This is an optimization exercise on Yosys and OpenROAD, whose aim is small area, a short achievable clock period and few clock cycles per item, not a production implementation. No functional check of the RTL was part of this run.

==> design.v <==
module fir_top (
    input  wire       clk,
    input  wire       resetN,
    input  wire       sampleClk,
    input  wire [7:0] sample,
    output reg  [7:0] sum,
    output reg        dav
);
   reg [7:0] h1, h2, h3, h4, h5, h6, h7, h8;
   reg [8:0] s23, s14, s16;
   reg [9:0] m3;
   reg [19:0] t1, t2;
   reg [3:0] ic;
   wire busy = ~ic[3] | ~ic[2];
   wire en = sampleClk | busy;
   wire [7:0] xin = busy ? 8'd0 : sample;
   wire g1 = h1[0] & h2[0];
   wire p2 = h1[0] ^ h2[0];
   wire g3 = h1[1] & h2[1];
   wire p4 = h1[1] ^ h2[1];
   wire g5 = h1[2] & h2[2];
   wire p6 = h1[2] ^ h2[2];
   wire g7 = h1[3] & h2[3];
   wire p8 = h1[3] ^ h2[3];
   wire g9 = h1[4] & h2[4];
   wire p10 = h1[4] ^ h2[4];
   wire g11 = h1[5] & h2[5];
   wire p12 = h1[5] ^ h2[5];
   wire g13 = h1[6] & h2[6];
   wire p14 = h1[6] ^ h2[6];
   wire g15 = h1[7] & h2[7];
   wire p16 = h1[7] ^ h2[7];
   wire g17 = h1[7] & h2[7];
   wire p18 = h1[7] ^ h2[7];
   wire G19 = g3 | (p4 & g1);
   wire G21 = g5 | (p6 & g3);
   wire P22 = p6 & p4;
   wire G23 = g7 | (p8 & g5);
   wire P24 = p8 & p6;
   wire G25 = g9 | (p10 & g7);
   wire P26 = p10 & p8;
   wire G27 = g11 | (p12 & g9);
   wire P28 = p12 & p10;
   wire G29 = g13 | (p14 & g11);
   wire P30 = p14 & p12;
   wire G31 = g15 | (p16 & g13);
   wire P32 = p16 & p14;
   wire G33 = g17 | (p18 & g15);
   wire P34 = p18 & p16;
   wire G35 = G21 | (P22 & g1);
   wire G37 = G23 | (P24 & G19);
   wire G39 = G25 | (P26 & G21);
   wire P40 = P26 & P22;
   wire G41 = G27 | (P28 & G23);
   wire P42 = P28 & P24;
   wire G43 = G29 | (P30 & G25);
   wire P44 = P30 & P26;
   wire G45 = G31 | (P32 & G27);
   wire P46 = P32 & P28;
   wire G47 = G33 | (P34 & G29);
   wire P48 = P34 & P30;
   wire G49 = G39 | (P40 & g1);
   wire G51 = G41 | (P42 & G19);
   wire G53 = G43 | (P44 & G35);
   wire G55 = G45 | (P46 & G37);
   wire G57 = G47 | (P48 & G39);
   wire P58 = P48 & P40;
   wire G59 = G57 | (P58 & g1);
   wire [8:0] s23n;
   assign s23n[0] = ~(p2);
   assign s23n[1] = ~(p4 ^ g1);
   assign s23n[2] = ~(p6 ^ G19);
   assign s23n[3] = ~(p8 ^ G35);
   assign s23n[4] = ~(p10 ^ G37);
   assign s23n[5] = ~(p12 ^ G49);
   assign s23n[6] = ~(p14 ^ G51);
   assign s23n[7] = ~(p16 ^ G53);
   assign s23n[8] = p18 ^ G55;
   wire g61 = xin[0] & h3[0];
   wire p62 = xin[0] ^ h3[0];
   wire g63 = xin[1] & h3[1];
   wire p64 = xin[1] ^ h3[1];
   wire g65 = xin[2] & h3[2];
   wire p66 = xin[2] ^ h3[2];
   wire g67 = xin[3] & h3[3];
   wire p68 = xin[3] ^ h3[3];
   wire g69 = xin[4] & h3[4];
   wire p70 = xin[4] ^ h3[4];
   wire g71 = xin[5] & h3[5];
   wire p72 = xin[5] ^ h3[5];
   wire g73 = xin[6] & h3[6];
   wire p74 = xin[6] ^ h3[6];
   wire g75 = xin[7] & h3[7];
   wire p76 = xin[7] ^ h3[7];
   wire g77 = xin[7] & h3[7];
   wire p78 = xin[7] ^ h3[7];
   wire G79 = g63 | (p64 & g61);
   wire G81 = g65 | (p66 & g63);
   wire P82 = p66 & p64;
   wire G83 = g67 | (p68 & g65);
   wire P84 = p68 & p66;
   wire G85 = g69 | (p70 & g67);
   wire P86 = p70 & p68;
   wire G87 = g71 | (p72 & g69);
   wire P88 = p72 & p70;
   wire G89 = g73 | (p74 & g71);
   wire P90 = p74 & p72;
   wire G91 = g75 | (p76 & g73);
   wire P92 = p76 & p74;
   wire G93 = g77 | (p78 & g75);
   wire P94 = p78 & p76;
   wire G95 = G81 | (P82 & g61);
   wire G97 = G83 | (P84 & G79);
   wire G99 = G85 | (P86 & G81);
   wire P100 = P86 & P82;
   wire G101 = G87 | (P88 & G83);
   wire P102 = P88 & P84;
   wire G103 = G89 | (P90 & G85);
   wire P104 = P90 & P86;
   wire G105 = G91 | (P92 & G87);
   wire P106 = P92 & P88;
   wire G107 = G93 | (P94 & G89);
   wire P108 = P94 & P90;
   wire G109 = G99 | (P100 & g61);
   wire G111 = G101 | (P102 & G79);
   wire G113 = G103 | (P104 & G95);
   wire G115 = G105 | (P106 & G97);
   wire G117 = G107 | (P108 & G99);
   wire P118 = P108 & P100;
   wire G119 = G117 | (P118 & g61);
   wire [8:0] s14n;
   assign s14n[0] = ~(p62);
   assign s14n[1] = ~(p64 ^ g61);
   assign s14n[2] = ~(p66 ^ G79);
   assign s14n[3] = ~(p68 ^ G95);
   assign s14n[4] = ~(p70 ^ G97);
   assign s14n[5] = ~(p72 ^ G109);
   assign s14n[6] = ~(p74 ^ G111);
   assign s14n[7] = ~(p76 ^ G113);
   assign s14n[8] = p78 ^ G115;
   wire g121 = xin[0] & h5[0];
   wire p122 = xin[0] ^ h5[0];
   wire g123 = xin[1] & h5[1];
   wire p124 = xin[1] ^ h5[1];
   wire g125 = xin[2] & h5[2];
   wire p126 = xin[2] ^ h5[2];
   wire g127 = xin[3] & h5[3];
   wire p128 = xin[3] ^ h5[3];
   wire g129 = xin[4] & h5[4];
   wire p130 = xin[4] ^ h5[4];
   wire g131 = xin[5] & h5[5];
   wire p132 = xin[5] ^ h5[5];
   wire g133 = xin[6] & h5[6];
   wire p134 = xin[6] ^ h5[6];
   wire g135 = xin[7] & h5[7];
   wire p136 = xin[7] ^ h5[7];
   wire g137 = xin[7] & h5[7];
   wire p138 = xin[7] ^ h5[7];
   wire G139 = g123 | (p124 & g121);
   wire G141 = g125 | (p126 & g123);
   wire P142 = p126 & p124;
   wire G143 = g127 | (p128 & g125);
   wire P144 = p128 & p126;
   wire G145 = g129 | (p130 & g127);
   wire P146 = p130 & p128;
   wire G147 = g131 | (p132 & g129);
   wire P148 = p132 & p130;
   wire G149 = g133 | (p134 & g131);
   wire P150 = p134 & p132;
   wire G151 = g135 | (p136 & g133);
   wire P152 = p136 & p134;
   wire G153 = g137 | (p138 & g135);
   wire P154 = p138 & p136;
   wire G155 = G141 | (P142 & g121);
   wire G157 = G143 | (P144 & G139);
   wire G159 = G145 | (P146 & G141);
   wire P160 = P146 & P142;
   wire G161 = G147 | (P148 & G143);
   wire P162 = P148 & P144;
   wire G163 = G149 | (P150 & G145);
   wire P164 = P150 & P146;
   wire G165 = G151 | (P152 & G147);
   wire P166 = P152 & P148;
   wire G167 = G153 | (P154 & G149);
   wire P168 = P154 & P150;
   wire G169 = G159 | (P160 & g121);
   wire G171 = G161 | (P162 & G139);
   wire G173 = G163 | (P164 & G155);
   wire G175 = G165 | (P166 & G157);
   wire G177 = G167 | (P168 & G159);
   wire P178 = P168 & P160;
   wire G179 = G177 | (P178 & g121);
   wire [8:0] s16n;
   assign s16n[0] = ~(p122);
   assign s16n[1] = ~(p124 ^ g121);
   assign s16n[2] = ~(p126 ^ G139);
   assign s16n[3] = ~(p128 ^ G155);
   assign s16n[4] = ~(p130 ^ G157);
   assign s16n[5] = ~(p132 ^ G169);
   assign s16n[6] = ~(p134 ^ G171);
   assign s16n[7] = ~(p136 ^ G173);
   assign s16n[8] = p138 ^ G175;
   wire g181 = xin[1] & xin[0];
   wire p182 = xin[1] ^ xin[0];
   wire g183 = xin[2] & xin[1];
   wire p184 = xin[2] ^ xin[1];
   wire g185 = xin[3] & xin[2];
   wire p186 = xin[3] ^ xin[2];
   wire g187 = xin[4] & xin[3];
   wire p188 = xin[4] ^ xin[3];
   wire g189 = xin[5] & xin[4];
   wire p190 = xin[5] ^ xin[4];
   wire g191 = xin[6] & xin[5];
   wire p192 = xin[6] ^ xin[5];
   wire g193 = xin[7] & xin[6];
   wire p194 = xin[7] ^ xin[6];
   wire g195 = xin[7] & xin[7];
   wire p196 = xin[7] ^ xin[7];
   wire g197 = xin[7] & xin[7];
   wire p198 = xin[7] ^ xin[7];
   wire G199 = g181 | (p182 & 1'b0);
   wire G201 = g183 | (p184 & g181);
   wire P202 = p184 & p182;
   wire G203 = g185 | (p186 & g183);
   wire P204 = p186 & p184;
   wire G205 = g187 | (p188 & g185);
   wire P206 = p188 & p186;
   wire G207 = g189 | (p190 & g187);
   wire P208 = p190 & p188;
   wire G209 = g191 | (p192 & g189);
   wire P210 = p192 & p190;
   wire G211 = g193 | (p194 & g191);
   wire P212 = p194 & p192;
   wire G213 = g195 | (p196 & g193);
   wire P214 = p196 & p194;
   wire G215 = g197 | (p198 & g195);
   wire P216 = p198 & p196;
   wire G217 = G201 | (P202 & 1'b0);
   wire G219 = G203 | (P204 & G199);
   wire G221 = G205 | (P206 & G201);
   wire P222 = P206 & P202;
   wire G223 = G207 | (P208 & G203);
   wire P224 = P208 & P204;
   wire G225 = G209 | (P210 & G205);
   wire P226 = P210 & P206;
   wire G227 = G211 | (P212 & G207);
   wire P228 = P212 & P208;
   wire G229 = G213 | (P214 & G209);
   wire P230 = P214 & P210;
   wire G231 = G215 | (P216 & G211);
   wire P232 = P216 & P212;
   wire G233 = G221 | (P222 & 1'b0);
   wire G235 = G223 | (P224 & G199);
   wire G237 = G225 | (P226 & G217);
   wire G239 = G227 | (P228 & G219);
   wire G241 = G229 | (P230 & G221);
   wire P242 = P230 & P222;
   wire G243 = G231 | (P232 & G223);
   wire P244 = P232 & P224;
   wire G245 = G241 | (P242 & 1'b0);
   wire G247 = G243 | (P244 & G199);
   wire [9:0] m3n;
   assign m3n[0] = ~(xin[0]);
   assign m3n[1] = ~(p182 ^ 1'b0);
   assign m3n[2] = ~(p184 ^ G199);
   assign m3n[3] = ~(p186 ^ G217);
   assign m3n[4] = ~(p188 ^ G219);
   assign m3n[5] = ~(p190 ^ G233);
   assign m3n[6] = ~(p192 ^ G235);
   assign m3n[7] = ~(p194 ^ G237);
   assign m3n[8] = ~(p196 ^ G239);
   assign m3n[9] = p198 ^ G245;
   wire s249 = 1'b1 ^ ~s23[1] ^ s14[2];
   wire c250 = (1'b1 & ~s23[1]) | (1'b1 & s14[2]) | (~s23[1] & s14[2]);
   wire s251 = 1'b1 ^ ~s23[2] ^ s23[0];
   wire c252 = (1'b1 & ~s23[2]) | (1'b1 & s23[0]) | (~s23[2] & s23[0]);
   wire s253 = s14[3] ^ s14[1] ^ c250;
   wire c254 = (s14[3] & s14[1]) | (s14[3] & c250) | (s14[1] & c250);
   wire s255 = 1'b1 ^ ~s23[3] ^ s23[1];
   wire c256 = (1'b1 & ~s23[3]) | (1'b1 & s23[1]) | (~s23[3] & s23[1]);
   wire s257 = s14[4] ^ s14[2] ^ s14[0];
   wire c258 = (s14[4] & s14[2]) | (s14[4] & s14[0]) | (s14[2] & s14[0]);
   wire s259 = c252 ^ s255 ^ s257;
   wire c260 = (c252 & s255) | (c252 & s257) | (s255 & s257);
   wire s261 = ~s23[4] ^ s23[2] ^ s14[5];
   wire c262 = (~s23[4] & s23[2]) | (~s23[4] & s14[5]) | (s23[2] & s14[5]);
   wire s263 = s14[3] ^ s14[1] ^ c256;
   wire c264 = (s14[3] & s14[1]) | (s14[3] & c256) | (s14[1] & c256);
   wire s265 = c258 ^ s261 ^ c260;
   wire c266 = (c258 & s261) | (c258 & c260) | (s261 & c260);
   wire s267 = ~s23[5] ^ s23[3] ^ s14[6];
   wire c268 = (~s23[5] & s23[3]) | (~s23[5] & s14[6]) | (s23[3] & s14[6]);
   wire s269 = s14[4] ^ s14[2] ^ c262;
   wire c270 = (s14[4] & s14[2]) | (s14[4] & c262) | (s14[2] & c262);
   wire s271 = s267 ^ c264 ^ s269;
   wire c272 = (s267 & c264) | (s267 & s269) | (c264 & s269);
   wire s273 = 1'b1 ^ ~s23[6] ^ s23[4];
   wire c274 = (1'b1 & ~s23[6]) | (1'b1 & s23[4]) | (~s23[6] & s23[4]);
   wire s275 = s23[0] ^ s14[7] ^ s14[5];
   wire c276 = (s23[0] & s14[7]) | (s23[0] & s14[5]) | (s14[7] & s14[5]);
   wire s277 = s14[3] ^ c268 ^ s273;
   wire c278 = (s14[3] & c268) | (s14[3] & s273) | (c268 & s273);
   wire s279 = s275 ^ c270 ^ s277;
   wire c280 = (s275 & c270) | (s275 & s277) | (c270 & s277);
   wire s281 = 1'b1 ^ ~s23[7] ^ s23[5];
   wire c282 = (1'b1 & ~s23[7]) | (1'b1 & s23[5]) | (~s23[7] & s23[5]);
   wire s283 = s23[1] ^ s14[8] ^ s14[6];
   wire c284 = (s23[1] & s14[8]) | (s23[1] & s14[6]) | (s14[8] & s14[6]);
   wire s285 = s14[4] ^ ~s14[0] ^ c274;
   wire c286 = (s14[4] & ~s14[0]) | (s14[4] & c274) | (~s14[0] & c274);
   wire s287 = c276 ^ s281 ^ s283;
   wire c288 = (c276 & s281) | (c276 & s283) | (s281 & s283);
   wire s289 = c278 ^ s285 ^ s287;
   wire c290 = (c278 & s285) | (c278 & s287) | (s285 & s287);
   wire s291 = ~s23[8] ^ s23[6] ^ s23[2];
   wire c292 = (~s23[8] & s23[6]) | (~s23[8] & s23[2]) | (s23[6] & s23[2]);
   wire s293 = s14[7] ^ s14[5] ^ ~s14[1];
   wire c294 = (s14[7] & s14[5]) | (s14[7] & ~s14[1]) | (s14[5] & ~s14[1]);
   wire s295 = c282 ^ c284 ^ s291;
   wire c296 = (c282 & c284) | (c282 & s291) | (c284 & s291);
   wire s297 = s293 ^ c286 ^ c288;
   wire c298 = (s293 & c286) | (s293 & c288) | (c286 & c288);
   wire s299 = s295 ^ c290 ^ s297;
   wire c300 = (s295 & c290) | (s295 & s297) | (c290 & s297);
   wire s301 = s23[7] ^ s23[3] ^ s14[8];
   wire c302 = (s23[7] & s23[3]) | (s23[7] & s14[8]) | (s23[3] & s14[8]);
   wire s303 = s23[0] ^ ~s14[6] ^ s14[2];
   wire c304 = (s23[0] & ~s14[6]) | (s23[0] & s14[2]) | (~s14[6] & s14[2]);
   wire s305 = c292 ^ c294 ^ s301;
   wire c306 = (c292 & c294) | (c292 & s301) | (c294 & s301);
   wire s307 = ~s303 ^ c296 ^ s305;
   wire c308 = (~s303 & c296) | (~s303 & s305) | (c296 & s305);
   wire s309 = c298 ^ s307;
   wire c310 = c298 & s307;
   wire s311 = s23[8] ^ s23[4] ^ s14[7];
   wire c312 = (s23[8] & s23[4]) | (s23[8] & s14[7]) | (s23[4] & s14[7]);
   wire s313 = s23[1] ^ s14[3] ^ ~c302;
   wire c314 = (s23[1] & s14[3]) | (s23[1] & ~c302) | (s14[3] & ~c302);
   wire s315 = ~c304 ^ s311 ^ c306;
   wire c316 = (~c304 & s311) | (~c304 & c306) | (s311 & c306);
   wire s317 = ~s313 ^ c308 ^ s315;
   wire c318 = (~s313 & c308) | (~s313 & s315) | (c308 & s315);
   wire s319 = s23[5] ^ ~s23[2] ^ s14[8];
   wire c320 = (s23[5] & ~s23[2]) | (s23[5] & s14[8]) | (~s23[2] & s14[8]);
   wire s321 = ~s14[4] ^ c312 ^ s319;
   wire c322 = (~s14[4] & c312) | (~s14[4] & s319) | (c312 & s319);
   wire s323 = ~c314 ^ s321 ^ c316;
   wire c324 = (~c314 & s321) | (~c314 & c316) | (s321 & c316);
   wire s325 = 1'b1 ^ s23[6] ^ ~s23[3];
   wire c326 = (1'b1 & s23[6]) | (1'b1 & ~s23[3]) | (s23[6] & ~s23[3]);
   wire s327 = ~s14[5] ^ c320 ^ s325;
   wire c328 = (~s14[5] & c320) | (~s14[5] & s325) | (c320 & s325);
   wire s329 = c322 ^ s327;
   wire c330 = c322 & s327;
   wire s331 = 1'b1 ^ s23[7] ^ ~s23[4];
   wire c332 = (1'b1 & s23[7]) | (1'b1 & ~s23[4]) | (s23[7] & ~s23[4]);
   wire s333 = ~s14[6] ^ c326 ^ s331;
   wire c334 = (~s14[6] & c326) | (~s14[6] & s331) | (c326 & s331);
   wire s335 = c328 ^ s333;
   wire c336 = c328 & s333;
   wire s337 = ~s23[8] ^ s23[5] ^ s14[7];
   wire c338 = (~s23[8] & s23[5]) | (~s23[8] & s14[7]) | (s23[5] & s14[7]);
   wire s339 = c332 ^ ~s337 ^ c334;
   wire c340 = (c332 & ~s337) | (c332 & c334) | (~s337 & c334);
   wire s341 = s23[6] ^ s14[8] ^ c338;
   wire c342 = (s23[6] & s14[8]) | (s23[6] & c338) | (s14[8] & c338);
   wire s343 = 1'b0 ^ s23[7] ^ c342;
   wire c344 = (1'b0 & s23[7]) | (1'b0 & c342) | (s23[7] & c342);
   wire g345 = s14[0] & 1'b1;
   wire p346 = s14[0] ^ 1'b1;
   wire g347 = ~s23[0] & s14[1];
   wire p348 = ~s23[0] ^ s14[1];
   wire g349 = s14[0] & s249;
   wire p350 = s14[0] ^ s249;
   wire g351 = s251 & s253;
   wire p352 = s251 ^ s253;
   wire g353 = c254 & s259;
   wire p354 = c254 ^ s259;
   wire g355 = s263 & s265;
   wire p356 = s263 ^ s265;
   wire g357 = c266 & s271;
   wire p358 = c266 ^ s271;
   wire g359 = c272 & s279;
   wire p360 = c272 ^ s279;
   wire g361 = c280 & s289;
   wire p362 = c280 ^ s289;
   wire g363 = c300 & s309;
   wire p364 = c300 ^ s309;
   wire g365 = c310 & s317;
   wire p366 = c310 ^ s317;
   wire g367 = c318 & s323;
   wire p368 = c318 ^ s323;
   wire g369 = c324 & s329;
   wire p370 = c324 ^ s329;
   wire g371 = c330 & s335;
   wire p372 = c330 ^ s335;
   wire g373 = c336 & s339;
   wire p374 = c336 ^ s339;
   wire g375 = c340 & ~s341;
   wire p376 = c340 ^ ~s341;
   wire g377 = ~s23[8] & ~c344;
   wire p378 = ~s23[8] ^ ~c344;
   wire G379 = g347 | (p348 & g345);
   wire G381 = g349 | (p350 & g347);
   wire P382 = p350 & p348;
   wire G383 = g351 | (p352 & g349);
   wire P384 = p352 & p350;
   wire G385 = g353 | (p354 & g351);
   wire P386 = p354 & p352;
   wire G387 = g355 | (p356 & g353);
   wire P388 = p356 & p354;
   wire G389 = g357 | (p358 & g355);
   wire P390 = p358 & p356;
   wire G391 = g359 | (p360 & g357);
   wire P392 = p360 & p358;
   wire G393 = g361 | (p362 & g359);
   wire P394 = p362 & p360;
   wire G395 = 1'b0 | (s299 & g361);
   wire P396 = s299 & p362;
   wire G397 = g363 | (p364 & 1'b0);
   wire P398 = p364 & s299;
   wire G399 = g365 | (p366 & g363);
   wire P400 = p366 & p364;
   wire G401 = g367 | (p368 & g365);
   wire P402 = p368 & p366;
   wire G403 = g369 | (p370 & g367);
   wire P404 = p370 & p368;
   wire G405 = g371 | (p372 & g369);
   wire P406 = p372 & p370;
   wire G407 = g373 | (p374 & g371);
   wire P408 = p374 & p372;
   wire G409 = g375 | (p376 & g373);
   wire P410 = p376 & p374;
   wire G411 = 1'b0 | (~s343 & g375);
   wire P412 = ~s343 & p376;
   wire G413 = g377 | (p378 & 1'b0);
   wire P414 = p378 & ~s343;
   wire G415 = 1'b0 | (1'b1 & g377);
   wire P416 = 1'b1 & p378;
   wire G417 = G381 | (P382 & g345);
   wire G419 = G383 | (P384 & G379);
   wire G421 = G385 | (P386 & G381);
   wire P422 = P386 & P382;
   wire G423 = G387 | (P388 & G383);
   wire P424 = P388 & P384;
   wire G425 = G389 | (P390 & G385);
   wire P426 = P390 & P386;
   wire G427 = G391 | (P392 & G387);
   wire P428 = P392 & P388;
   wire G429 = G393 | (P394 & G389);
   wire P430 = P394 & P390;
   wire G431 = G395 | (P396 & G391);
   wire P432 = P396 & P392;
   wire G433 = G397 | (P398 & G393);
   wire P434 = P398 & P394;
   wire G435 = G399 | (P400 & G395);
   wire P436 = P400 & P396;
   wire G437 = G401 | (P402 & G397);
   wire P438 = P402 & P398;
   wire G439 = G403 | (P404 & G399);
   wire P440 = P404 & P400;
   wire G441 = G405 | (P406 & G401);
   wire P442 = P406 & P402;
   wire G443 = G407 | (P408 & G403);
   wire P444 = P408 & P404;
   wire G445 = G409 | (P410 & G405);
   wire P446 = P410 & P406;
   wire G447 = G411 | (P412 & G407);
   wire P448 = P412 & P408;
   wire G449 = G413 | (P414 & G409);
   wire P450 = P414 & P410;
   wire G451 = G415 | (P416 & G411);
   wire P452 = P416 & P412;
   wire G453 = G421 | (P422 & g345);
   wire G455 = G423 | (P424 & G379);
   wire G457 = G425 | (P426 & G417);
   wire G459 = G427 | (P428 & G419);
   wire G461 = G429 | (P430 & G421);
   wire P462 = P430 & P422;
   wire G463 = G431 | (P432 & G423);
   wire P464 = P432 & P424;
   wire G465 = G433 | (P434 & G425);
   wire P466 = P434 & P426;
   wire G467 = G435 | (P436 & G427);
   wire P468 = P436 & P428;
   wire G469 = G437 | (P438 & G429);
   wire P470 = P438 & P430;
   wire G471 = G439 | (P440 & G431);
   wire P472 = P440 & P432;
   wire G473 = G441 | (P442 & G433);
   wire P474 = P442 & P434;
   wire G475 = G443 | (P444 & G435);
   wire P476 = P444 & P436;
   wire G477 = G445 | (P446 & G437);
   wire P478 = P446 & P438;
   wire G479 = G447 | (P448 & G439);
   wire P480 = P448 & P440;
   wire G481 = G449 | (P450 & G441);
   wire P482 = P450 & P442;
   wire G483 = G451 | (P452 & G443);
   wire P484 = P452 & P444;
   wire G485 = G461 | (P462 & g345);
   wire G487 = G463 | (P464 & G379);
   wire G489 = G465 | (P466 & G417);
   wire G491 = G467 | (P468 & G419);
   wire G493 = G469 | (P470 & G453);
   wire G495 = G471 | (P472 & G455);
   wire G497 = G473 | (P474 & G457);
   wire G499 = G475 | (P476 & G459);
   wire G501 = G477 | (P478 & G461);
   wire P502 = P478 & P462;
   wire G503 = G479 | (P480 & G463);
   wire P504 = P480 & P464;
   wire G505 = G481 | (P482 & G465);
   wire P506 = P482 & P466;
   wire G507 = G483 | (P484 & G467);
   wire P508 = P484 & P468;
   wire G509 = G501 | (P502 & g345);
   wire G511 = G503 | (P504 & G379);
   wire G513 = G505 | (P506 & G417);
   wire G515 = G507 | (P508 & G419);
   wire [19:0] t2n;
   assign t2n[0] = p346;
   assign t2n[1] = p348 ^ g345;
   assign t2n[2] = p350 ^ G379;
   assign t2n[3] = p352 ^ G417;
   assign t2n[4] = p354 ^ G419;
   assign t2n[5] = p356 ^ G453;
   assign t2n[6] = p358 ^ G455;
   assign t2n[7] = p360 ^ G457;
   assign t2n[8] = p362 ^ G459;
   assign t2n[9] = s299 ^ G485;
   assign t2n[10] = p364 ^ G487;
   assign t2n[11] = p366 ^ G489;
   assign t2n[12] = p368 ^ G491;
   assign t2n[13] = p370 ^ G493;
   assign t2n[14] = p372 ^ G495;
   assign t2n[15] = p374 ^ G497;
   assign t2n[16] = p376 ^ G499;
   assign t2n[17] = ~s343 ^ G509;
   assign t2n[18] = p378 ^ G511;
   assign t2n[19] = ~(1'b1 ^ G513);
   wire s517 = 1'b1 ^ t2[0] ^ ~h7[0];
   wire c518 = (1'b1 & t2[0]) | (1'b1 & ~h7[0]) | (t2[0] & ~h7[0]);
   wire s519 = t2[1] ^ ~h7[1];
   wire c520 = t2[1] & ~h7[1];
   wire s521 = 1'b1 ^ t2[2] ^ s16[0];
   wire c522 = (1'b1 & t2[2]) | (1'b1 & s16[0]) | (t2[2] & s16[0]);
   wire s523 = ~h7[2] ^ c520;
   wire c524 = ~h7[2] & c520;
   wire s525 = t2[3] ^ s16[1] ^ h7[0];
   wire c526 = (t2[3] & s16[1]) | (t2[3] & h7[0]) | (s16[1] & h7[0]);
   wire s527 = ~h7[3] ^ h8[0] ^ c522;
   wire c528 = (~h7[3] & h8[0]) | (~h7[3] & c522) | (h8[0] & c522);
   wire s529 = c524 ^ s525;
   wire c530 = c524 & s525;
   wire s531 = 1'b1 ^ t2[4] ^ s16[2];
   wire c532 = (1'b1 & t2[4]) | (1'b1 & s16[2]) | (t2[4] & s16[2]);
   wire s533 = s16[0] ^ h7[1] ^ h8[1];
   wire c534 = (s16[0] & h7[1]) | (s16[0] & h8[1]) | (h7[1] & h8[1]);
   wire s535 = ~h7[4] ^ c526 ^ s531;
   wire c536 = (~h7[4] & c526) | (~h7[4] & s531) | (c526 & s531);
   wire s537 = s533 ^ c530 ^ c528;
   wire c538 = (s533 & c530) | (s533 & c528) | (c530 & c528);
   wire s539 = 1'b1 ^ t2[5] ^ s16[3];
   wire c540 = (1'b1 & t2[5]) | (1'b1 & s16[3]) | (t2[5] & s16[3]);
   wire s541 = s16[1] ^ h7[2] ^ h8[2];
   wire c542 = (s16[1] & h7[2]) | (s16[1] & h8[2]) | (h7[2] & h8[2]);
   wire s543 = h7[5] ^ h7[0] ^ ~c532;
   wire c544 = (h7[5] & h7[0]) | (h7[5] & ~c532) | (h7[0] & ~c532);
   wire s545 = c534 ^ s539 ^ s541;
   wire c546 = (c534 & s539) | (c534 & s541) | (s539 & s541);
   wire s547 = c536 ^ ~s543 ^ s545;
   wire c548 = (c536 & ~s543) | (c536 & s545) | (~s543 & s545);
   wire s549 = 1'b1 ^ t2[6] ^ s16[4];
   wire c550 = (1'b1 & t2[6]) | (1'b1 & s16[4]) | (t2[6] & s16[4]);
   wire s551 = s16[2] ^ s16[0] ^ h7[3];
   wire c552 = (s16[2] & s16[0]) | (s16[2] & h7[3]) | (s16[0] & h7[3]);
   wire s553 = h7[6] ^ h7[1] ^ ~h8[3];
   wire c554 = (h7[6] & h7[1]) | (h7[6] & ~h8[3]) | (h7[1] & ~h8[3]);
   wire s555 = c540 ^ c542 ^ s549;
   wire c556 = (c540 & c542) | (c540 & s549) | (c542 & s549);
   wire s557 = ~s551 ^ s553 ^ c544;
   wire c558 = (~s551 & s553) | (~s551 & c544) | (s553 & c544);
   wire s559 = c546 ^ s555 ^ ~s557;
   wire c560 = (c546 & s555) | (c546 & ~s557) | (s555 & ~s557);
   wire s561 = 1'b1 ^ t2[7] ^ s16[5];
   wire c562 = (1'b1 & t2[7]) | (1'b1 & s16[5]) | (t2[7] & s16[5]);
   wire s563 = s16[3] ^ s16[1] ^ h7[7];
   wire c564 = (s16[3] & s16[1]) | (s16[3] & h7[7]) | (s16[1] & h7[7]);
   wire s565 = h7[4] ^ ~h7[2] ^ h8[4];
   wire c566 = (h7[4] & ~h7[2]) | (h7[4] & h8[4]) | (~h7[2] & h8[4]);
   wire s567 = c550 ^ c552 ^ s561;
   wire c568 = (c550 & c552) | (c550 & s561) | (c552 & s561);
   wire s569 = ~c554 ^ s563 ^ s565;
   wire c570 = (~c554 & s563) | (~c554 & s565) | (s563 & s565);
   wire s571 = c556 ^ s567 ^ s569;
   wire c572 = (c556 & s567) | (c556 & s569) | (s567 & s569);
   wire s573 = ~c558 ^ s571;
   wire c574 = ~c558 & s571;
   wire s575 = 1'b1 ^ t2[8] ^ s16[6];
   wire c576 = (1'b1 & t2[8]) | (1'b1 & s16[6]) | (t2[8] & s16[6]);
   wire s577 = s16[4] ^ s16[2] ^ h7[5];
   wire c578 = (s16[4] & s16[2]) | (s16[4] & h7[5]) | (s16[2] & h7[5]);
   wire s579 = ~h7[3] ^ h8[5] ^ c562;
   wire c580 = (~h7[3] & h8[5]) | (~h7[3] & c562) | (h8[5] & c562);
   wire s581 = c564 ^ c566 ^ s575;
   wire c582 = (c564 & c566) | (c564 & s575) | (c566 & s575);
   wire s583 = s577 ^ c568 ^ c570;
   wire c584 = (s577 & c568) | (s577 & c570) | (c568 & c570);
   wire s585 = s579 ^ s581 ^ c572;
   wire c586 = (s579 & s581) | (s579 & c572) | (s581 & c572);
   wire s587 = s583 ^ c574;
   wire c588 = s583 & c574;
   wire s589 = 1'b1 ^ t2[9] ^ s16[7];
   wire c590 = (1'b1 & t2[9]) | (1'b1 & s16[7]) | (t2[9] & s16[7]);
   wire s591 = s16[5] ^ s16[3] ^ h7[6];
   wire c592 = (s16[5] & s16[3]) | (s16[5] & h7[6]) | (s16[3] & h7[6]);
   wire s593 = ~h7[4] ^ h8[6] ^ c576;
   wire c594 = (~h7[4] & h8[6]) | (~h7[4] & c576) | (h8[6] & c576);
   wire s595 = c578 ^ s589 ^ s591;
   wire c596 = (c578 & s589) | (c578 & s591) | (s589 & s591);
   wire s597 = c580 ^ c582 ^ s593;
   wire c598 = (c580 & c582) | (c580 & s593) | (c582 & s593);
   wire s599 = s595 ^ c584 ^ s597;
   wire c600 = (s595 & c584) | (s595 & s597) | (c584 & s597);
   wire s601 = c586 ^ s599;
   wire c602 = c586 & s599;
   wire s603 = t2[10] ^ s16[8] ^ s16[6];
   wire c604 = (t2[10] & s16[8]) | (t2[10] & s16[6]) | (s16[8] & s16[6]);
   wire s605 = ~s16[4] ^ h7[7] ^ h7[5];
   wire c606 = (~s16[4] & h7[7]) | (~s16[4] & h7[5]) | (h7[7] & h7[5]);
   wire s607 = ~h8[7] ^ c590 ^ c592;
   wire c608 = (~h8[7] & c590) | (~h8[7] & c592) | (c590 & c592);
   wire s609 = s603 ^ ~s605 ^ c594;
   wire c610 = (s603 & ~s605) | (s603 & c594) | (~s605 & c594);
   wire s611 = c596 ^ s607 ^ c598;
   wire c612 = (c596 & s607) | (c596 & c598) | (s607 & c598);
   wire s613 = s609 ^ c600 ^ s611;
   wire c614 = (s609 & c600) | (s609 & s611) | (c600 & s611);
   wire s615 = t2[11] ^ s16[7] ^ s16[5];
   wire c616 = (t2[11] & s16[7]) | (t2[11] & s16[5]) | (s16[7] & s16[5]);
   wire s617 = h7[6] ^ ~c604 ^ c606;
   wire c618 = (h7[6] & ~c604) | (h7[6] & c606) | (~c604 & c606);
   wire s619 = s615 ^ c608 ^ ~s617;
   wire c620 = (s615 & c608) | (s615 & ~s617) | (c608 & ~s617);
   wire s621 = c610 ^ s619 ^ c612;
   wire c622 = (c610 & s619) | (c610 & c612) | (s619 & c612);
   wire s623 = 1'b1 ^ t2[12] ^ s16[8];
   wire c624 = (1'b1 & t2[12]) | (1'b1 & s16[8]) | (t2[12] & s16[8]);
   wire s625 = s16[6] ^ h7[7] ^ c616;
   wire c626 = (s16[6] & h7[7]) | (s16[6] & c616) | (h7[7] & c616);
   wire s627 = s623 ^ ~c618 ^ s625;
   wire c628 = (s623 & ~c618) | (s623 & s625) | (~c618 & s625);
   wire s629 = c620 ^ s627;
   wire c630 = c620 & s627;
   wire s631 = t2[13] ^ s16[7] ^ c624;
   wire c632 = (t2[13] & s16[7]) | (t2[13] & c624) | (s16[7] & c624);
   wire s633 = c626 ^ s631 ^ c628;
   wire c634 = (c626 & s631) | (c626 & c628) | (s631 & c628);
   wire s635 = t2[14] ^ s16[8] ^ c632;
   wire c636 = (t2[14] & s16[8]) | (t2[14] & c632) | (s16[8] & c632);
   wire s637 = 1'b1 ^ t2[15] ^ c636;
   wire c638 = (1'b1 & t2[15]) | (1'b1 & c636) | (t2[15] & c636);
   wire s639 = 1'b1 ^ t2[16] ^ c638;
   wire c640 = (1'b1 & t2[16]) | (1'b1 & c638) | (t2[16] & c638);
   wire s641 = 1'b1 ^ t2[17] ^ c640;
   wire c642 = (1'b1 & t2[17]) | (1'b1 & c640) | (t2[17] & c640);
   wire s643 = 1'b1 ^ t2[18] ^ c642;
   wire c644 = (1'b1 & t2[18]) | (1'b1 & c642) | (t2[18] & c642);
   wire g645 = c518 & s519;
   wire p646 = c518 ^ s519;
   wire g647 = s521 & s523;
   wire p648 = s521 ^ s523;
   wire g649 = s527 & s529;
   wire p650 = s527 ^ s529;
   wire g651 = s535 & s537;
   wire p652 = s535 ^ s537;
   wire g653 = c538 & s547;
   wire p654 = c538 ^ s547;
   wire g655 = c548 & s559;
   wire p656 = c548 ^ s559;
   wire g657 = c560 & s573;
   wire p658 = c560 ^ s573;
   wire g659 = s585 & s587;
   wire p660 = s585 ^ s587;
   wire g661 = c588 & s601;
   wire p662 = c588 ^ s601;
   wire g663 = c602 & s613;
   wire p664 = c602 ^ s613;
   wire g665 = c614 & s621;
   wire p666 = c614 ^ s621;
   wire g667 = c622 & s629;
   wire p668 = c622 ^ s629;
   wire g669 = c630 & s633;
   wire p670 = c630 ^ s633;
   wire g671 = c634 & s635;
   wire p672 = c634 ^ s635;
   wire g673 = t2[19] & c644;
   wire p674 = t2[19] ^ c644;
   wire G675 = g645 | (p646 & 1'b0);
   wire G677 = g647 | (p648 & g645);
   wire P678 = p648 & p646;
   wire G679 = g649 | (p650 & g647);
   wire P680 = p650 & p648;
   wire G681 = g651 | (p652 & g649);
   wire P682 = p652 & p650;
   wire G683 = g653 | (p654 & g651);
   wire P684 = p654 & p652;
   wire G685 = g655 | (p656 & g653);
   wire P686 = p656 & p654;
   wire G687 = g657 | (p658 & g655);
   wire P688 = p658 & p656;
   wire G689 = g659 | (p660 & g657);
   wire P690 = p660 & p658;
   wire G691 = g661 | (p662 & g659);
   wire P692 = p662 & p660;
   wire G693 = g663 | (p664 & g661);
   wire P694 = p664 & p662;
   wire G695 = g665 | (p666 & g663);
   wire P696 = p666 & p664;
   wire G697 = g667 | (p668 & g665);
   wire P698 = p668 & p666;
   wire G699 = g669 | (p670 & g667);
   wire P700 = p670 & p668;
   wire G701 = g671 | (p672 & g669);
   wire P702 = p672 & p670;
   wire G703 = 1'b0 | (s637 & g671);
   wire P704 = s637 & p672;
   wire G705 = 1'b0 | (s639 & 1'b0);
   wire P706 = s639 & s637;
   wire G707 = 1'b0 | (s641 & 1'b0);
   wire P708 = s641 & s639;
   wire G709 = 1'b0 | (s643 & 1'b0);
   wire P710 = s643 & s641;
   wire G711 = g673 | (p674 & 1'b0);
   wire P712 = p674 & s643;
   wire G713 = G677 | (P678 & 1'b0);
   wire G715 = G679 | (P680 & G675);
   wire G717 = G681 | (P682 & G677);
   wire P718 = P682 & P678;
   wire G719 = G683 | (P684 & G679);
   wire P720 = P684 & P680;
   wire G721 = G685 | (P686 & G681);
   wire P722 = P686 & P682;
   wire G723 = G687 | (P688 & G683);
   wire P724 = P688 & P684;
   wire G725 = G689 | (P690 & G685);
   wire P726 = P690 & P686;
   wire G727 = G691 | (P692 & G687);
   wire P728 = P692 & P688;
   wire G729 = G693 | (P694 & G689);
   wire P730 = P694 & P690;
   wire G731 = G695 | (P696 & G691);
   wire P732 = P696 & P692;
   wire G733 = G697 | (P698 & G693);
   wire P734 = P698 & P694;
   wire G735 = G699 | (P700 & G695);
   wire P736 = P700 & P696;
   wire G737 = G701 | (P702 & G697);
   wire P738 = P702 & P698;
   wire G739 = G703 | (P704 & G699);
   wire P740 = P704 & P700;
   wire G741 = G705 | (P706 & G701);
   wire P742 = P706 & P702;
   wire G743 = G707 | (P708 & G703);
   wire P744 = P708 & P704;
   wire G745 = G709 | (P710 & G705);
   wire P746 = P710 & P706;
   wire G747 = G711 | (P712 & G707);
   wire P748 = P712 & P708;
   wire G749 = G717 | (P718 & 1'b0);
   wire G751 = G719 | (P720 & G675);
   wire G753 = G721 | (P722 & G713);
   wire G755 = G723 | (P724 & G715);
   wire G757 = G725 | (P726 & G717);
   wire P758 = P726 & P718;
   wire G759 = G727 | (P728 & G719);
   wire P760 = P728 & P720;
   wire G761 = G729 | (P730 & G721);
   wire P762 = P730 & P722;
   wire G763 = G731 | (P732 & G723);
   wire P764 = P732 & P724;
   wire G765 = G733 | (P734 & G725);
   wire P766 = P734 & P726;
   wire G767 = G735 | (P736 & G727);
   wire P768 = P736 & P728;
   wire G769 = G737 | (P738 & G729);
   wire P770 = P738 & P730;
   wire G771 = G739 | (P740 & G731);
   wire P772 = P740 & P732;
   wire G773 = G741 | (P742 & G733);
   wire P774 = P742 & P734;
   wire G775 = G743 | (P744 & G735);
   wire P776 = P744 & P736;
   wire G777 = G745 | (P746 & G737);
   wire P778 = P746 & P738;
   wire G779 = G747 | (P748 & G739);
   wire P780 = P748 & P740;
   wire G781 = G757 | (P758 & 1'b0);
   wire G783 = G759 | (P760 & G675);
   wire G785 = G761 | (P762 & G713);
   wire G787 = G763 | (P764 & G715);
   wire G789 = G765 | (P766 & G749);
   wire G791 = G767 | (P768 & G751);
   wire G793 = G769 | (P770 & G753);
   wire G795 = G771 | (P772 & G755);
   wire G797 = G773 | (P774 & G757);
   wire P798 = P774 & P758;
   wire G799 = G775 | (P776 & G759);
   wire P800 = P776 & P760;
   wire G801 = G777 | (P778 & G761);
   wire P802 = P778 & P762;
   wire G803 = G779 | (P780 & G763);
   wire P804 = P780 & P764;
   wire G805 = G797 | (P798 & 1'b0);
   wire G807 = G799 | (P800 & G675);
   wire G809 = G801 | (P802 & G713);
   wire G811 = G803 | (P804 & G715);
   wire [19:0] t1n;
   assign t1n[0] = s517;
   assign t1n[1] = p646 ^ 1'b0;
   assign t1n[2] = p648 ^ G675;
   assign t1n[3] = p650 ^ G713;
   assign t1n[4] = p652 ^ G715;
   assign t1n[5] = p654 ^ G749;
   assign t1n[6] = p656 ^ G751;
   assign t1n[7] = p658 ^ G753;
   assign t1n[8] = p660 ^ G755;
   assign t1n[9] = p662 ^ G781;
   assign t1n[10] = p664 ^ G783;
   assign t1n[11] = p666 ^ G785;
   assign t1n[12] = p668 ^ G787;
   assign t1n[13] = p670 ^ G789;
   assign t1n[14] = p672 ^ G791;
   assign t1n[15] = s637 ^ G793;
   assign t1n[16] = s639 ^ G795;
   assign t1n[17] = s641 ^ G805;
   assign t1n[18] = s643 ^ G807;
   assign t1n[19] = ~(p674 ^ G809);
   wire s813 = 1'b1 ^ t1[0] ^ ~h1[0];
   wire c814 = (1'b1 & t1[0]) | (1'b1 & ~h1[0]) | (t1[0] & ~h1[0]);
   wire s815 = t1[1] ^ ~h1[1];
   wire c816 = t1[1] & ~h1[1];
   wire s817 = t1[2] ^ ~h1[2];
   wire c818 = t1[2] & ~h1[2];
   wire s819 = 1'b1 ^ t1[3] ^ m3[0];
   wire c820 = (1'b1 & t1[3]) | (1'b1 & m3[0]) | (t1[3] & m3[0]);
   wire s821 = ~h1[3] ^ c818;
   wire c822 = ~h1[3] & c818;
   wire s823 = t1[4] ^ m3[1] ^ ~h1[4];
   wire c824 = (t1[4] & m3[1]) | (t1[4] & ~h1[4]) | (m3[1] & ~h1[4]);
   wire s825 = c820 ^ c822 ^ s823;
   wire c826 = (c820 & c822) | (c820 & s823) | (c822 & s823);
   wire s827 = t1[5] ^ m3[2] ^ ~h1[5];
   wire c828 = (t1[5] & m3[2]) | (t1[5] & ~h1[5]) | (m3[2] & ~h1[5]);
   wire s829 = c824 ^ s827;
   wire c830 = c824 & s827;
   wire s831 = t1[6] ^ m3[3] ^ ~h1[6];
   wire c832 = (t1[6] & m3[3]) | (t1[6] & ~h1[6]) | (m3[3] & ~h1[6]);
   wire s833 = c828 ^ s831;
   wire c834 = c828 & s831;
   wire s835 = 1'b1 ^ t1[7] ^ m3[4];
   wire c836 = (1'b1 & t1[7]) | (1'b1 & m3[4]) | (t1[7] & m3[4]);
   wire s837 = h1[7] ^ c832 ^ s835;
   wire c838 = (h1[7] & c832) | (h1[7] & s835) | (c832 & s835);
   wire s839 = 1'b1 ^ t1[8] ^ m3[5];
   wire c840 = (1'b1 & t1[8]) | (1'b1 & m3[5]) | (t1[8] & m3[5]);
   wire s841 = c836 ^ s839;
   wire c842 = c836 & s839;
   wire s843 = 1'b1 ^ t1[9] ^ m3[6];
   wire c844 = (1'b1 & t1[9]) | (1'b1 & m3[6]) | (t1[9] & m3[6]);
   wire s845 = c840 ^ s843;
   wire c846 = c840 & s843;
   wire s847 = 1'b1 ^ t1[10] ^ m3[7];
   wire c848 = (1'b1 & t1[10]) | (1'b1 & m3[7]) | (t1[10] & m3[7]);
   wire s849 = c844 ^ s847;
   wire c850 = c844 & s847;
   wire s851 = 1'b1 ^ t1[11] ^ m3[8];
   wire c852 = (1'b1 & t1[11]) | (1'b1 & m3[8]) | (t1[11] & m3[8]);
   wire s853 = c848 ^ s851;
   wire c854 = c848 & s851;
   wire s855 = t1[12] ^ m3[9] ^ c852;
   wire c856 = (t1[12] & m3[9]) | (t1[12] & c852) | (m3[9] & c852);
   wire s857 = 1'b1 ^ t1[13] ^ c856;
   wire c858 = (1'b1 & t1[13]) | (1'b1 & c856) | (t1[13] & c856);
   wire s859 = 1'b1 ^ t1[14] ^ c858;
   wire c860 = (1'b1 & t1[14]) | (1'b1 & c858) | (t1[14] & c858);
   wire s861 = 1'b1 ^ t1[15] ^ c860;
   wire c862 = (1'b1 & t1[15]) | (1'b1 & c860) | (t1[15] & c860);
   wire s863 = 1'b1 ^ t1[16] ^ c862;
   wire c864 = (1'b1 & t1[16]) | (1'b1 & c862) | (t1[16] & c862);
   wire s865 = 1'b1 ^ t1[17] ^ c864;
   wire c866 = (1'b1 & t1[17]) | (1'b1 & c864) | (t1[17] & c864);
   wire s867 = 1'b1 ^ t1[18] ^ c866;
   wire c868 = (1'b1 & t1[18]) | (1'b1 & c866) | (t1[18] & c866);
   wire g869 = c814 & s815;
   wire p870 = c814 ^ s815;
   wire g871 = c816 & s817;
   wire p872 = c816 ^ s817;
   wire g873 = s819 & s821;
   wire p874 = s819 ^ s821;
   wire g875 = c826 & s829;
   wire p876 = c826 ^ s829;
   wire g877 = c830 & s833;
   wire p878 = c830 ^ s833;
   wire g879 = c834 & s837;
   wire p880 = c834 ^ s837;
   wire g881 = c838 & s841;
   wire p882 = c838 ^ s841;
   wire g883 = c842 & s845;
   wire p884 = c842 ^ s845;
   wire g885 = c846 & s849;
   wire p886 = c846 ^ s849;
   wire g887 = c850 & s853;
   wire p888 = c850 ^ s853;
   wire g889 = c854 & s855;
   wire p890 = c854 ^ s855;
   wire g891 = t1[19] & c868;
   wire p892 = t1[19] ^ c868;
   wire G893 = g869 | (p870 & 1'b0);
   wire G895 = g871 | (p872 & g869);
   wire P896 = p872 & p870;
   wire G897 = g873 | (p874 & g871);
   wire P898 = p874 & p872;
   wire G899 = 1'b0 | (s825 & g873);
   wire P900 = s825 & p874;
   wire G901 = g875 | (p876 & 1'b0);
   wire P902 = p876 & s825;
   wire G903 = g877 | (p878 & g875);
   wire P904 = p878 & p876;
   wire G905 = g879 | (p880 & g877);
   wire P906 = p880 & p878;
   wire G907 = g881 | (p882 & g879);
   wire P908 = p882 & p880;
   wire G909 = g883 | (p884 & g881);
   wire P910 = p884 & p882;
   wire G911 = g885 | (p886 & g883);
   wire P912 = p886 & p884;
   wire G913 = g887 | (p888 & g885);
   wire P914 = p888 & p886;
   wire G915 = g889 | (p890 & g887);
   wire P916 = p890 & p888;
   wire G917 = 1'b0 | (s857 & g889);
   wire P918 = s857 & p890;
   wire G919 = 1'b0 | (s859 & 1'b0);
   wire P920 = s859 & s857;
   wire G921 = 1'b0 | (s861 & 1'b0);
   wire P922 = s861 & s859;
   wire G923 = 1'b0 | (s863 & 1'b0);
   wire P924 = s863 & s861;
   wire G925 = 1'b0 | (s865 & 1'b0);
   wire P926 = s865 & s863;
   wire G927 = 1'b0 | (s867 & 1'b0);
   wire P928 = s867 & s865;
   wire G929 = g891 | (p892 & 1'b0);
   wire P930 = p892 & s867;
   wire G931 = G895 | (P896 & 1'b0);
   wire G933 = G897 | (P898 & G893);
   wire G935 = G899 | (P900 & G895);
   wire P936 = P900 & P896;
   wire G937 = G901 | (P902 & G897);
   wire P938 = P902 & P898;
   wire G939 = G903 | (P904 & G899);
   wire P940 = P904 & P900;
   wire G941 = G905 | (P906 & G901);
   wire P942 = P906 & P902;
   wire G943 = G907 | (P908 & G903);
   wire P944 = P908 & P904;
   wire G945 = G909 | (P910 & G905);
   wire P946 = P910 & P906;
   wire G947 = G911 | (P912 & G907);
   wire P948 = P912 & P908;
   wire G949 = G913 | (P914 & G909);
   wire P950 = P914 & P910;
   wire G951 = G915 | (P916 & G911);
   wire P952 = P916 & P912;
   wire G953 = G917 | (P918 & G913);
   wire P954 = P918 & P914;
   wire G955 = G919 | (P920 & G915);
   wire P956 = P920 & P916;
   wire G957 = G921 | (P922 & G917);
   wire P958 = P922 & P918;
   wire G959 = G923 | (P924 & G919);
   wire P960 = P924 & P920;
   wire G961 = G925 | (P926 & G921);
   wire P962 = P926 & P922;
   wire G963 = G927 | (P928 & G923);
   wire P964 = P928 & P924;
   wire G965 = G929 | (P930 & G925);
   wire P966 = P930 & P926;
   wire G967 = G935 | (P936 & 1'b0);
   wire G969 = G937 | (P938 & G893);
   wire G971 = G939 | (P940 & G931);
   wire G973 = G941 | (P942 & G933);
   wire G975 = G943 | (P944 & G935);
   wire P976 = P944 & P936;
   wire G977 = G945 | (P946 & G937);
   wire P978 = P946 & P938;
   wire G979 = G947 | (P948 & G939);
   wire P980 = P948 & P940;
   wire G981 = G949 | (P950 & G941);
   wire P982 = P950 & P942;
   wire G983 = G951 | (P952 & G943);
   wire P984 = P952 & P944;
   wire G985 = G953 | (P954 & G945);
   wire P986 = P954 & P946;
   wire G987 = G955 | (P956 & G947);
   wire P988 = P956 & P948;
   wire G989 = G957 | (P958 & G949);
   wire P990 = P958 & P950;
   wire G991 = G959 | (P960 & G951);
   wire P992 = P960 & P952;
   wire G993 = G961 | (P962 & G953);
   wire P994 = P962 & P954;
   wire G995 = G963 | (P964 & G955);
   wire P996 = P964 & P956;
   wire G997 = G965 | (P966 & G957);
   wire P998 = P966 & P958;
   wire G999 = G975 | (P976 & 1'b0);
   wire G1001 = G977 | (P978 & G893);
   wire G1003 = G979 | (P980 & G931);
   wire G1005 = G981 | (P982 & G933);
   wire G1007 = G983 | (P984 & G967);
   wire G1009 = G985 | (P986 & G969);
   wire G1011 = G987 | (P988 & G971);
   wire G1013 = G989 | (P990 & G973);
   wire G1015 = G991 | (P992 & G975);
   wire P1016 = P992 & P976;
   wire G1017 = G993 | (P994 & G977);
   wire P1018 = P994 & P978;
   wire G1019 = G995 | (P996 & G979);
   wire P1020 = P996 & P980;
   wire G1021 = G997 | (P998 & G981);
   wire P1022 = P998 & P982;
   wire G1023 = G1015 | (P1016 & 1'b0);
   wire G1025 = G1017 | (P1018 & G893);
   wire G1027 = G1019 | (P1020 & G931);
   wire G1029 = G1021 | (P1022 & G933);
   wire [19:0] r;
   assign r[0] = s813;
   assign r[1] = p870 ^ 1'b0;
   assign r[2] = p872 ^ G893;
   assign r[3] = p874 ^ G931;
   assign r[4] = s825 ^ G933;
   assign r[5] = p876 ^ G967;
   assign r[6] = p878 ^ G969;
   assign r[7] = p880 ^ G971;
   assign r[8] = p882 ^ G973;
   assign r[9] = p884 ^ G999;
   assign r[10] = p886 ^ G1001;
   assign r[11] = p888 ^ G1003;
   assign r[12] = p890 ^ G1005;
   assign r[13] = s857 ^ G1007;
   assign r[14] = s859 ^ G1009;
   assign r[15] = s861 ^ G1011;
   assign r[16] = s863 ^ G1013;
   assign r[17] = s865 ^ G1023;
   assign r[18] = s867 ^ G1025;
   assign r[19] = p892 ^ G1027;
   wire [8:0] lo = {1'b0, r[10:3]} + {1'b0, sample};
   wire a7 = lo[7];
   wire up = lo[8] & ~sample[7];
   wire dn = ~lo[8] & sample[7];
   wire [8:0] hi = r[19:11];
   wire [8:0] hiM = hi - 9'd1;
   wire [8:0] hiP = hi + 9'd1;
   wire [7:0] hiP2 = hi[7:0] + 8'd2;
   function [7:0] sat(input [8:0] v, input [7:0] r);
      sat = (!v[8] && v[7]) ? 8'h7f : (v[8] && !v[7]) ? 8'h80 : r;
   endfunction
   wire [7:0] oM0 = sat(hiM, hiM[7:0]);
   wire [7:0] oM1 = sat(hiM, hi[7:0]);
   wire [7:0] oZ0 = sat(hi, hi[7:0]);
   wire [7:0] oZ1 = sat(hi, hiP[7:0]);
   wire [7:0] oP0 = sat(hiP, hiP[7:0]);
   wire [7:0] oP1 = sat(hiP, hiP2);
   wire [7:0] oM = a7 ? oM1 : oM0;
   wire [7:0] oZ = a7 ? oZ1 : oZ0;
   wire [7:0] oP = a7 ? oP1 : oP0;
   wire [7:0] sumNext = up ? oP : dn ? oM : oZ;
   always @(posedge clk, negedge resetN)
     if (!resetN) begin
        ic <= 4'd0;
        dav <= 1'b0;
     end else begin
        if (busy) ic <= ic + 4'd1;
        dav <= sampleClk & ~busy;
     end
   always @(posedge clk) begin
      sum <= sumNext;
      if (en) begin
         t1 <= t1n; t2 <= t2n;
         s23 <= s23n; s14 <= s14n; s16 <= s16n;
         m3 <= m3n;
         h1 <= xin; h2 <= h1; h3 <= h2; h4 <= h3;
         h5 <= h4; h6 <= h5; h7 <= h6; h8 <= h7;
      end
   end
endmodule
==> run.sh <==
#!/bin/bash
# synth_recipe.tcl (not shown) runs the flow's synth.tcl, then flattens the netlist and writes it again
# the make line also repeats each setting of config.mk as NAME=value (left out here)
make -C /OpenROAD-flow-scripts/flow DESIGN_CONFIG=/design/flow/config.mk WORK_HOME=/design/flow/orfs CLKGATE_MAP_FILE= SYNTH_SCRIPT=/design/flow/synth_recipe.tcl finish
==> config.mk <==
export PLATFORM = sky130hd
export DESIGN_NAME = fir_top
export DESIGN_NICKNAME = fir_top
export VERILOG_FILES = /design/flow/design.v
export SDC_FILE = /design/flow/constraint.sdc
export NUM_CORES = 4
export LEC_CHECK = 0
export CAP_MARGIN = 20
export CORE_MARGIN = 2
export CORE_UTILIZATION = 40
export SETUP_SLACK_MARGIN = 5
export SLEW_MARGIN = 20
==> constraint.sdc <==
create_clock -name core_clock -period 10.0 [get_ports {clk}]
set_input_delay 2.0000 -clock core_clock [delete_from_list [all_inputs] [get_ports {clk}]]
set_output_delay 2.0000 -clock core_clock [all_outputs]
set_load 0.01 [all_outputs]
==> impl_metrics.json <==
{
  "synth_top_family_by_area": "adder cells",
  "worst_hold_slack_ps": 411.7,
  "die_h_um": 178.3,
  "cts-root-buf": "clkbuf_16",
  "drt-initial-drc-count": 463,
  "rsz0062_at_grt": "yes",
  "vias": 7856,
  "setup_viol": 0,
  "synth-edff-count": 140,
  "grt_max_degree": 80,
  "yosys_warnings": 1,
  "syn-num-nets": 1340,
  "fin_nets": 1382,
  "numPortBuffers": 19,
  "synthCells": 1100,
  "grt_pass1_wl_mm": 40.83,
  "fp.dieArea_um2": 31770,
  "diodes": 0,
  "wl_per_cell_um": 16.37,
  "routed_wl_mm": 25.29,
  "stdcell_count": 1545,
  "worstSetupEndpointType": "flip-flop",
  "start_util_pct": 40.76,
  "cts.sink_count": 153,
  "grt_pass1_vias": 8053,
  "synth_compound_area_share_pct": 11.53,
  "synthSimpleGateAreaFrac_pct": 8.169,
  "status": "timing/DRC/antenna clean",
  "postSynthAreaPerCell_um2": 11.04,
  "grt_use_total_pct": 16.96,
  "dr.pass1.iters": 5,
  "num_rows": 63,
  "synthMuxAreaShare_pct": 0.5048,
  "die_x_um": 178.3,
  "clock_latency_ps": 440,
  "reg2reg_from": "h1[4]$_DFFE_PP_",
  "synth_xor_area_share_pct": 6.274,
  "holdCritPathClass": "flip-flop to flip-flop",
  "cts.clk_slew.worst_paths_ps": 70,
  "hpwlAfterDp_mm": 19.80,
  "area_delta_synth_final_pct": 11.88,
  "overflow": 0,
  "synth_ff_type": "edfxtp_1",
  "ant_nets": 0,
  "ys_ff_latch": 153,
  "core_area_um2": 29800,
  "setup_tns_ps": 0,
  "dp_slack_ps": 4652,
  "dr.max_layer_used": "met4",
  "clock_path_buffers": 2,
  "worst_pin_slew_ps": 995.0,
  "final_max_slew_viol_count": 0,
  "slew_headroom_pct": 33.67,
  "hold_viol": 0,
  "ys_seq_area_share_pct": 36.96,
  "drive_gt1_share_pct": 8.485,
  "fmax_ghz": 0.2055,
  "synth.cell_area_um2": 12150,
  "routabilityCongestion": 0.8826,
  "place_inst": 1500,
  "async_flop_share_pct": 3.268,
  "synth_cell_type_count": 79,
  "cp.arrival_ps": 5200,
  "drc_errors": 0,
  "dr_wl_met2_mm": 12.43,
  "met1_length_mm": 11.54,
  "vias_per_cell": 5.085,
  "crit_path_start_kind": "flip-flop",
  "antenna_found_initial": 1,
  "crit_start": "h1[4]$_DFFE_PP_",
  "cap_violations": 0,
  "synth_fa_ha_area_share_pct": 29.34,
  "met3_length_um": 687,
  "holdCritStartpoint": "h6[5]$_DFFE_PP_",
  "post-route-period-util_pct": 48.65,
  "setup_slack_ps": 5135,
  "finalCriticalPeriod_ps": 4865,
  "cts.htree.levels": 4,
  "path_class": "flip-flop to flip-flop",
  "crit_required_ps": 10330,
  "num_io_pins": 20,
  "finClkSkew_ps": 12.51,
  "cts_buffers": 17,
  "tritoncts": "done",
  "crit_fanout": 9
}
layout make-up:
class                      count  area, um^2
clock inverter                12       112.6
inverter                     221       829.5
clock buffer                  20       436.7
sequential                   153        4489
tap                          390       488.0
timing repair buffer          34       302.8
multi-input combinational    715        6929
fill                        2787       16210
stage by stage:
step | instance area [um^2] | util, %
3_3_place_gp | 12790 | 42.94
2_1_floorplan | 12150 | -
6_report | 13590 | 45.60
4_1_cts | 13380 | 44.91
3_5_place_dp | 12790 | 42.94
5_1_grt | 13590 | 45.60
timing repair:
item,4_1_cts,5_1_grt
gates resized for setup,8,26
hold buffers,0,0
endpoints found under the setup margin,9,9
setup buffers,2,11
gates cloned,0,0
pin swaps,2,8
path summary, 6_finish.rpt:
check                               endpoint  slack (ps)  cells past startpoint
max                           sum[3]$_DFF_P_        5130                     18
min                          h7[5]$_DFFE_PP_         410                      0
max reg2reg                   sum[3]$_DFF_P_        5130                     18
min reg2reg                  h7[5]$_DFFE_PP_         410                      0
max in group asynchronous  ic[1]$_DFFE_PN0P_        8030                      1
min in group asynchronous      dav$_DFF_PN0_        1780                      1
per-layer routing:
metal / vias to the layer above / track usage (%)
li1: 3851 / -
met1: 3850 / 21.68
met2: 120 / 29.12
met3: 35 / 2.835
met4: 0 / 5.894
met5: - / 0
registers in the layout, summed over array words and instances, names as in the netlist:
name  flops
h4        8
ic        4
m3       10
t1       20
h1        7
h6        8
s23       9
h2        8
h7        8
t2       20
s14       9
s16       9
h3        8
dav       1
h8        8
h5        8
sum       8
cells by family after synthesis:
group                      count (synthesis)
buffers and inverters                    232
xor gates and xnor gates                  87
muxes                                      6
DFF                                      153
and+or+nand+nor                          190
adders and majority gates                229
AOI/OAI and AO/OA                        203
placed cells by master, fill, tap and decap left out, types with 5 or more instances in the layout:
cell type,netlist,layout
a211oi_1,8,7
a21o_1,17,17
a21oi_1,60,59
a31o_2,5,5
a31oi_1,7,7
and3_1,14,14
buf_4,1,15
clkbuf_16,0,17
clkdlybuf4s50_1,0,19
dfrtp_1,5,5
dfxtp_1,8,8
edfxtp_1,140,140
fa_1,93,92
ha_1,136,135
inv_1,221,221
nand2_1,38,35
nand2b_1,6,6
nand3_1,16,16
nand4_1,5,5
nor2_1,49,48
nor2b_1,6,6
nor3_1,15,13
nor3_2,4,6
o211ai_1,9,9
o21a_1,5,5
o21ai_0,30,27
o21bai_1,17,17
or2_2,6,5
xnor2_1,65,65
xor2_1,22,21
critical path: stages, from the launching register on:
cell	delay, ps
edfxtp_1	420
inv_1	90
fa_1	520
fa_2	430
ha_4	290
and3_2	190
nand4_4	160
a211oi_4	350
o31a_1	360
o21ai_4	110
nand2_4	130
inv_1	60
ha_1	220
nand3_1	270
nor3_2	100
a21boi_1	170
nor3_2	450
o21ai_0	180
a22o_1	250
synthesized netlist by cell type (9+ instances only):
cell type | n | share of area, %
o21bai_1 | 17 | 1.1
o211ai_1 | 9 | 0.56
edfxtp_1 | 140 | 35
a21o_1 | 17 | 1.1
ha_1 | 136 | 14
nand2_1 | 38 | 1.2
o21ai_0 | 30 | 1.2
nor3_1 | 15 | 0.62
inv_1 | 221 | 6.8
fa_1 | 93 | 15
nor2_1 | 49 | 1.5
and3_1 | 14 | 0.72
nand3_1 | 16 | 0.66
a21oi_1 | 60 | 2.5
xor2_1 | 22 | 1.6
xnor2_1 | 65 | 4.7

## separate check: timing with driven ports
The results above use ideal ports. As a check the final layout listed here was re-extracted and re-timed, cells and wires unchanged.
Step 1 sets driving cells, clkbuf_16 on the clock port and buf_2 on the other inputs (assumed; they add their load-dependent delay and slew).
Step 2 also shifts input and output timing later by t, the mid clock arrival at the registers, as if the neighbouring blocks saw the same clock.
Three values: ideal ports, drivers, drivers and shift; two values: the first two.
t (ns): 0.478
slack for setup (ns): 5.135 / 5.135 / 4.875
hold slack, ns: 0.412 / 0.412 / 0.412
slew at the worst register clock pin (ns): 0.07 / 0.07
worst data-port slew with drivers (ns): 0.04
After both steps setup and hold are still met in this run. For this run, drivers alone change the setup slack by 0.000 ns; drivers and shift together by -0.260 ns.
